Source: an optimization exercise on an open RTL-to-GDS flow (aim: small area and a short achievable clock period). Production flows keep margins and buffers that such runs may drop. In this exercise RTL edits were held to simulation tests only and were not proved equivalent to the original. No activity file was given, so power comes from the tool's default toggle rates.

Setup of P:
==> flow/design.v <==
`timescale 1ns/100ps
module APB_Slave
(
    input               PCLK,
    input               PRESETn,
    input               PENABLE,
    input        [7:0]  PADDR,
    input               PWRITE,
    input               PSEL,
    input        [31:0] PWDATA,
    output reg   [31:0] PRDATA,
    output reg          PREADY
);
reg         setup;         
reg  [7:0]  temp_addr;
reg  [31:0] temp_data;
reg         temp_write;
reg         wr_pend;       
reg  [8191:0] mem;         
genvar r, b;
wire [43:0] eq;
generate
    for (b = 0; b < 32; b = b + 1) begin : eqd
        apb_xnor2 u (.a(PWDATA[b]), .b(temp_data[b]), .y(eq[b]));
    end
    for (b = 0; b < 8; b = b + 1) begin : eqa
        apb_xnor2 u (.a(PADDR[b]), .b(temp_addr[b]), .y(eq[32+b]));
    end
endgenerate
apb_xnor2 eqw (.a(PWRITE), .b(temp_write), .y(eq[40]));
assign eq[41] = PSEL;
assign eq[42] = PENABLE;
assign eq[43] = setup;
wire [10:0] m1;    
wire [2:0]  m2;    
wire        match_n;
generate
    for (b = 0; b < 11; b = b + 1) begin : mt1
        apb_nand4 u (.a(eq[4*b]), .b(eq[4*b+1]), .c(eq[4*b+2]), .d(eq[4*b+3]), .y(m1[b]));
    end
endgenerate
apb_nor4 mt2a (.a(m1[0]), .b(m1[1]), .c(m1[2]), .d(m1[3]), .y(m2[0]));
apb_nor4 mt2b (.a(m1[4]), .b(m1[5]), .c(m1[6]), .d(m1[7]), .y(m2[1]));
apb_nor3 mt2c (.a(m1[8]), .b(m1[9]), .c(m1[10]), .y(m2[2]));
apb_nand3 mt3 (.a(m2[0]), .b(m2[1]), .c(m2[2]), .y(match_n));
wire match = !match_n;
wire [15:0] dlo = 16'd1 << temp_addr[3:0];
wire [15:0] dhi = 16'd1 << temp_addr[7:4];
wire [15:0] dlo_n = ~dlo;
wire [15:0] dhi_n = ~dhi;
wire [15:0] dhi_w = dhi & {16{wr_pend}};
wire [255:0] sel_n;
wire [255:0] we;
generate
    for (r = 0; r < 256; r = r + 1) begin : dec
        apb_or2  u_sel (.a(dlo_n[r % 16]), .b(dhi_n[r / 16]), .y(sel_n[r]));
        apb_and2 u_we  (.a(dlo[r % 16]), .b(dhi_w[r / 16]), .y(we[r]));
    end
endgenerate
wire [31:0] wd = wr_pend ? temp_data : 32'hFFFF_FFFF;
wire [8191:0] mem_d;
generate
    for (r = 0; r < 256; r = r + 1) begin : row
        for (b = 0; b < 32; b = b + 1) begin : col
            apb_o22a u (.a1(mem[32*r+b]), .a2(we[r]), .b1(sel_n[r]), .b2(wd[b]), .y(mem_d[32*r+b]));
        end
    end
endgenerate
always @(negedge PCLK)
    mem <= mem_d;
wire [31:0] rd_n;
generate
    for (b = 0; b < 32; b = b + 1) begin : rdt
        wire [127:0] l1;    
        wire [31:0]  l2;    
        wire [7:0]   l3;    
        wire [1:0]   l4;    
        for (r = 0; r < 128; r = r + 1) begin : g1
            apb_o22ai u (.a1(mem[32*(2*r)+b]), .a2(sel_n[2*r]), .b1(mem[32*(2*r+1)+b]), .b2(sel_n[2*r+1]), .y(l1[r]));
        end
        for (r = 0; r < 32; r = r + 1) begin : g2
            apb_nor4 u (.a(l1[4*r]), .b(l1[4*r+1]), .c(l1[4*r+2]), .d(l1[4*r+3]), .y(l2[r]));
        end
        for (r = 0; r < 8; r = r + 1) begin : g3
            apb_nand4 u (.a(l2[4*r]), .b(l2[4*r+1]), .c(l2[4*r+2]), .d(l2[4*r+3]), .y(l3[r]));
        end
        for (r = 0; r < 2; r = r + 1) begin : g4
            apb_nor4 u (.a(l3[4*r]), .b(l3[4*r+1]), .c(l3[4*r+2]), .d(l3[4*r+3]), .y(l4[r]));
        end
        apb_nand2 u5 (.a(l4[0]), .b(l4[1]), .y(rd_n[b]));
    end
endgenerate
wire [31:0] rd = ~rd_n;
wire [31:0] rdg_n = ~(rd & {32{!temp_write}});
wire [31:0] prdata_d;
generate
    for (b = 0; b < 32; b = b + 1) begin : prd
        apb_nor2 u (.a(match_n), .b(rdg_n[b]), .y(prdata_d[b]));
    end
endgenerate
always @(negedge PRESETn or negedge PCLK) begin
    if (!PRESETn) begin
        setup  <= 1'b0;
        PRDATA <= 32'd0;
        PREADY <= 1'b0;
    end else begin
        setup  <= !setup && PSEL && !PENABLE;
        PRDATA <= prdata_d;
        if (match)
            PREADY <= 1'b1;
    end
end
always @(negedge PCLK) begin
    if (PRESETn && !setup && PSEL && !PENABLE) begin
        temp_addr  <= PADDR;
        temp_data  <= PWDATA;
        temp_write <= PWRITE;
    end
    wr_pend <= PRESETn && match && temp_write;
end
endmodule
module apb_or2 (input a, b, output y);
    assign y = a | b;
endmodule
module apb_and2 (input a, b, output y);
    assign y = a & b;
endmodule
module apb_nand2 (input a, b, output y);
    assign y = ~(a & b);
endmodule
module apb_nor2 (input a, b, output y);
    assign y = ~(a | b);
endmodule
module apb_nor3 (input a, b, c, output y);
    assign y = ~(a | b | c);
endmodule
module apb_nand3 (input a, b, c, output y);
    assign y = ~(a & b & c);
endmodule
module apb_xnor2 (input a, b, output y);
    assign y = ~(a ^ b);
endmodule
module apb_o22ai (input a1, a2, b1, b2, output y);
    assign y = ~((a1 | a2) & (b1 | b2));
endmodule
module apb_nor4 (input a, b, c, d, output y);
    assign y = ~(a | b | c | d);
endmodule
module apb_nand4 (input a, b, c, d, output y);
    assign y = ~(a & b & c & d);
endmodule
module apb_o22a (input a1, a2, b1, b2, output y);
    assign y = (a1 | a2) & (b1 | b2);
endmodule
clock: 12.0 ns
lec_check: 0
cap_margin: 20
core_margin: 2
core_utilization: 55
setup_slack_margin: 3.0
slew_margin: 20
synth_hierarchical: 1
synth_memory_max_bits: 8192
synth_minimum_keep_size: 0
run.sh (not shown) runs the stock make flow with config.mk's settings and CLKGATE_MAP_FILE= SYNTH_SCRIPT=/design/flow/synth_recipe.tcl, a recipe that flattens the netlist after the stock synthesis.
Although it ran to completion, P produced a layout that fails the final checks because of antenna rules.
The following lists how Q was set up differently from P:
Settings: CAP_MARGIN: 20 -> 30; SETUP_SLACK_MARGIN: 3.0 -> 2.0; SLEW_MARGIN: 20 -> 35.
### Flow results
Q: flow completed, timing, DRC and antenna clean
Compared with P, in Q total power climbed 0.36%, setup slack climbed 0.015 ns, post-detailed-route wirelength per cell climbed about 1%, number of non-clock buffers climbed 11%.
Per the comparison of Q with P, met2 wire length lower, arrival time at the worst endpoint roughly the same, fraction of met3 tracks used by global routing roughly the same.
Estimated wirelength of the detail-placed design, P and Q: larger value in Q
Q ended up with a lower number of nets with antenna violations after detailed routing than P did.
Inputs modified between Q and R:
Settings: swapping 30 for 20 in CAP_MARGIN; swapping 55 for 60 in CORE_UTILIZATION; swapping 35 for 20 in SLEW_MARGIN.
## What came out
- To summarise R: no stage aborted, but the layout did not pass its checks, failing on antenna rules, slew limit.
- Compared to Q, R has critical path depth 7 higher.
- Compared with Q, R shows a sequential share of layout area that is 0.35 points higher.
- Simple-gate share of the synthesized area came out exactly the same in R and Q.
- Taking Q as the reference point, the worst path buffer plus inverter count of R rises by 2.
- Placer's final routability congestion estimate (R over Q): increase, about 4.5%
